Context: an optimization exercise on an open-source flow, tuned for small area. The choices shown serve that exercise and are no tape-out recipe.
Only simulation tests tie the RTL to the original design; equivalence was not proved.

==> flow/design.v, too long to show whole: its modules and the start of the top module <==
// module BTN_IF: 26 lines
// module SamplingCtrl: 58 lines
// module Oscillator: 26 lines
// module SharedMul: 1918 lines
// module Interpolator: 38 lines
// module dds_core: 44 lines
module dds_core (
    input   wire        clk,         
    input   wire        rst_n,       
    input   wire        btn,         
    output  wire [11:0] dac_out,     
    output  wire [2:0]  mode         
);
  // ...
==> flow/run.sh <==
#!/bin/bash
# synth_recipe.tcl (not shown) runs the flow's synth.tcl, then flattens the netlist and writes it again
# the make line also repeats each setting of config.mk as NAME=value (left out here)
make -C /OpenROAD-flow-scripts/flow DESIGN_CONFIG=/design/flow/config.mk WORK_HOME=/design/flow/orfs CLKGATE_MAP_FILE= SYNTH_SCRIPT=/design/flow/synth_recipe.tcl finish
==> flow/config.mk <==
export PLATFORM = sky130hd
export DESIGN_NAME = dds_core
export DESIGN_NICKNAME = dds_core
export VERILOG_FILES = /design/flow/design.v
export SDC_FILE = /design/flow/constraint.sdc
export NUM_CORES = 4
export LEC_CHECK = 0
export CAP_MARGIN = 20
export CORE_MARGIN = 2
export CORE_UTILIZATION = 40
export CTS_BUF_LIST = sky130_fd_sc_hd__clkbuf_4 sky130_fd_sc_hd__clkbuf_8
export PLACE_DENSITY = 0.6
export SLEW_MARGIN = 20
==> flow/constraint.sdc <==
create_clock -name core_clock -period 15.0 [get_ports {clk}]
set_input_delay 3.0000 -clock core_clock [delete_from_list [all_inputs] [get_ports {clk}]]
set_output_delay 3.0000 -clock core_clock [all_outputs]
set_load 0.01 [all_outputs]
==> metrics.md, run 1 <==
| Metric | Value |
|---|---|
| DRC Markers | 0 |
| Num sequential | 160 |
| Chip Width | 233.2 µm |
| Grt met3 use | 6.592% |
| Multi-input gate count | 1802 |
| CTS tree | built |
| Final worst-path cycle share | 94.74% |
| GRT Resource Usage Total | 29.40% |
| Worst setup startpoint | m_osc.r_out_1[0] |
| Largest regs | m_osc.r_out_1 x32, m_osc.r_out_2 x32, m_interp.racc x30 |
| Inverters | 265 |
| Remaining global-route overflow | 0 |
| Non-clk bufs | 57 |
| Final WS setup | 0.7896 ns |
| Status | timing/DRC/antenna clean |
| Cells after synthesis | 2335 |
| Compound-gate portion of the synthesized area | 17.10% |
| Most used routing layer | met2 |
| Mapped Area | 21020 µm² |
| Reg2reg path depth | 47 |
| Worst hold path stage count | 0 |
| Max incr delay on CP | 0.87 ns |
| Area of the multi-input gates | 15620 µm² |
| Synth Flop Type | dfrtp_1 |
| Final Skew | 0.01905 ns |
| R2R setup slack | 0.79 ns |
| Nets | 2742 |
| Most used cell, CP | fa_1 |
| Die area | 54390 µm² |
| Syn. warnings | 4 |
| Data buffer area share | 2.097% |
==> run 2: changes to the inputs <==
--- a/flow/config.mk
+++ b/flow/config.mk
@@ -9,5 +9,7 @@
 export CORE_MARGIN = 2
 export CORE_UTILIZATION = 40
 export CTS_BUF_LIST = sky130_fd_sc_hd__clkbuf_4 sky130_fd_sc_hd__clkbuf_8
+export CTS_CLUSTER_DIAMETER = 80
+export CTS_CLUSTER_SIZE = 40
 export PLACE_DENSITY = 0.6
 export SLEW_MARGIN = 20
==> run 2 against run 1 <==
Net effect: non-clock buffer count unchanged; die area unchanged; synthesized cell count stayed put; cell count is the same; setup slack unchanged; critical path depth unchanged; wire length did not move; critical path type unchanged; clock skew unchanged; core utilization stayed put; global-route usage stayed put; via count unchanged.
==> metrics.md, run 2 <==
| Metric | Value |
|---|---|
| Status | timing/DRC/antenna clean (unchanged) |
| Unrepaired setup endpoints after global routing | no (unchanged) |
| GRT Resource Usage Total | 29.40% (unchanged) |
| Worst Path Max Fanout | 9 (unchanged) |
| Vias in the first global route | 18740 (unchanged) |
| Final Util | 42.72% (unchanged) |
| Area delta synth->final | 6.180% (unchanged) |
| Worst setup path class | reg2reg (unchanged) |
| Final setup fails | 0 (unchanged) |
| Synth unique cells | 76 (unchanged) |
| CP endpoint kind | flop (unchanged) |
| Antenna violations before repair | 0 (unchanged) |
| Largest regs | m_osc.r_out_1 x32, m_osc.r_out_2 x32, m_interp.racc x30 (unchanged) |
| Clock sinks | 160 (unchanged) |
| Max incr delay on CP | 0.87 ns (about the same) |
| Post-CTS Setup Inserts | 0 (unchanged) |
| Slew headroom | 19.55% (unchanged) |
| Fin Setup TNS | 0 ns (unchanged) |
| Ports | 18 (unchanged) |
| Final Hold Fails | 0 (unchanged) |
| Asr flop ratio synth | 100.0% (unchanged) |
| Mapped Area | 21020 µm² (unchanged) |
| Largest buffer count on any clock path | 2 (unchanged) |
| Final worst-path cycle share | 94.74% (unchanged) |
| Syn avg cell area | 9.001 µm² (unchanged) |
| Post-synthesis sequential area ratio | 19.07% (unchanged) |
| Post-synth EDFFs | 0 (unchanged) |
| # Max-Cap Violations | 0 (unchanged) |
| Most used cell, CP | fa_1 (unchanged) |
| Hold-fix buffers, CTS | 0 (unchanged) |
| Nets | 2742 (unchanged) |
| Post-DRT Antenna Nets | 0 (unchanged) |
| Hold Path Class | reg2reg (unchanged) |
| Top cells by area in the synthesized netlist | fa_1 26%, dfrtp_1 19%, ha_1 9.8% (unchanged) |
| IO Port Bufs | 17 (unchanged) |
| Data arrival, critical path | 14.55 ns (about the same) |
| Worst EP required | 15.33 ns (about the same) |
| H-tree depth | 4 (unchanged) |
| # diodes | 0 (unchanged) |
| Register bit total from synthesis | 160 (unchanged) |
| Cell with the most instances after synthesis | nor2_1 (unchanged) |
| CTS tree | built (unchanged) |
| CTS clk-pin slew, worst paths | 0.10 ns (about the same) |
| Cell taking the most area after synthesis | fa_1 (unchanged) |
| Slew Viols, Final | 0 (unchanged) |
| Filler Cells Inserted | 5079 (unchanged) |
| Most frequent cells in the layout | 287 x nor2_1, 272 x fa_1, 252 x inv_1, 164 x ha_1, 156 x dfrtp_1 (unchanged) |
| Clock Tree Root | clkbuf_8 (unchanged) |
| Vias | 18610 (unchanged) |
| Achievable Freq | 70.37 MHz (unchanged) |
| Layout cells sized above 1 | 6.563% (unchanged) |
| Final Skew | 0.01905 ns (unchanged) |
| Commonest non-fill, non-tap cell in the layout | nor2_1 (unchanged) |
| Number of DRC markers in iteration 0 | 2299 (unchanged) |
| Largest net degree at the start of global routing | 90 (unchanged) |
| WL per Instance | 26.02 µm (unchanged) |
| DRC Markers | 0 (unchanged) |
| DP Wirelength | 61440 µm (unchanged) |
| First-pass detailed-route iteration total | 8 (unchanged) |
| GPL Wtd Cong | 1.003 (unchanged) |
| Share of the synthesized area in the top cell type | 25.91% (unchanged) |
| Area of the core | 52240 µm² (unchanged) |
| Cells after synthesis | 2335 (unchanged) |
| Mapped Nets | 2774 (unchanged) |
| Aggregate routed wire length | 78170 µm (unchanged) |
| Slowest CP cell | xor2_1 (unchanged) |
| Remaining global-route overflow | 0 (unchanged) |
| Kind of start point of the critical path | flop (unchanged) |
| PostCTS Resize Cnt | 0 (unchanged) |
| CTS Buf Count | 17 (unchanged) |
| Chip Width | 233.2 µm (unchanged) |
| Synth Flop Type | dfrtp_1 (unchanged) |
| Slew @ Worst Pin | 1.176 ns (unchanged) |
| Min Tclk post-route | 14.21 ns (unchanged) |
| Die area | 54390 µm² (unchanged) |
| DIE HEIGHT | 233.2 µm (unchanged) |
| Vias per inst | 6.194 (unchanged) |
| Effective utilization at floorplan | 40.23% (unchanged) |
| Syn. warnings | 4 (unchanged) |
| Rows | 84 (unchanged) |
| Worst-Skew Late Latency | 0.49 ns (about the same) |
| Synth cell count leaders | 289 x nor2_1, 272 x fa_1, 253 x inv_1, 164 x ha_1, 157 x dfrtp_1 (unchanged) |
| Global-route wire length before repair | 119600 µm (unchanged) |
run 2: metal layers:
| metal | track usage [%] | vias up | share of wire, % |
|---|---|---|---|
| met4 | 10.81 | 0 | 4.3 |
| li1 | - | 8010 | - |
| met1 | 41.09 | 9251 | 42 |
| met5 | 0 | - | 0 |
| met3 | 6.592 | 244 | 9.6 |
| met2 | 44.49 | 1103 | 44 |
run 2: final timing paths:
check / from / endpoint / slack (ns) / cells after the start
worst min-delay path: m_BtnIf.rIntBtn[0] / m_BtnIf.rIntBtn[1] / 0.35 / 0
worst min register to register: m_BtnIf.rIntBtn[0] / m_BtnIf.rIntBtn[1] / 0.35 / 0
max in group asynchronous: rst_n / m_samp.rDDSEnable / 10.89 / 2
min in group asynchronous: rst_n / m_interp.out_hi[10] / 2.55 / 1
worst max-delay path: m_osc.r_out_1[0] / m_osc.r_out_1[25] / 0.79 / 47
worst max register to register: m_osc.r_out_1[0] / m_osc.r_out_1[25] / 0.79 / 47
run 2: stage by stage:
step | area, µm² | instances | setup slack, ns | hold WS [ns]
2_1_floorplan | 21020 | 2335 | 3.703 | 0.3312
4_1_cts | 22310 | 3004 | 1.159 | 0.3514
6_report | 22320 | 3004 | 0.7896 | 0.3513
5_1_grt | 22320 | 3004 | 0.1763 | 0.3434
3_3_place_gp | 21950 | 2971 | 1.384 | 0.3333
3_5_place_dp | 21950 | 2972 | 1.224 | 0.3356
run 2: cells by family (layout without fill, tap and decap cells):
family	Yosys count	count (layout)	synth area share, %
AOI/OAI and AO/OA	551	551	17.10
buffers and inverters	373	354	6.757
DFF	160	160	19.07
muxes	57	57	2.977
xor gates and xnor gates	107	107	4.459
and+or+nand+nor	650	650	13.91
adders and majority gates	437	437	35.72
run 2: cell type report:
class	instances	area, µm²	share of cell area, %
Timing Repair Buffer	57	467.9	2.097
Sequential cell	160	4011	17.98
Clock buffer	19	255.2	1.144
Clock inverter	13	105.1	0.4710
Inverter	265	994.7	4.458
Tap cell	688	860.8	3.858
Multi-Input combinational cell	1802	15620	70.00
run 2: critical path: cells and delay by family (launching register included):
family	cells	cell delay, ns
and+or+nand+nor	6	1.19
muxes	1	0.28
buffers and inverters	6	0.86
DFF	1	0.39
xor gates and xnor gates	2	1.08
AOI/OAI and AO/OA	21	5.65
adders and majority gates	11	4.61

[port drivers added, routing unchanged]
Ports are ideal in the flow. The routed layouts listed here were re-timed in OpenROAD.
Step 1: set_driving_cell puts a clkbuf_16 on clk and a buf_2 on each other input, an assumption about the parent block.
Step 2 moves the port delays by t, midway between the first and last clock arrival at a register: inputs arrive t later, outputs are due t later. That takes back most of the time a late clock gives input paths.
Slacks: no drivers / after step 1 / after step 2; pairs: no drivers / after step 1.
run	t, ns	setup slack, ns	clock arrival spread, ns	slew at the worst register clock pin (ns)	worst slew at a driven data input, ns
run 1	0.528	0.790 / 0.790 / 0.790	0.019 / 0.019	0.10 / 0.10	0.04
run 2	0.528	0.790 / 0.790 / 0.790	0.019 / 0.019	0.10 / 0.10	0.04
After both steps setup and hold are still met in every run listed.
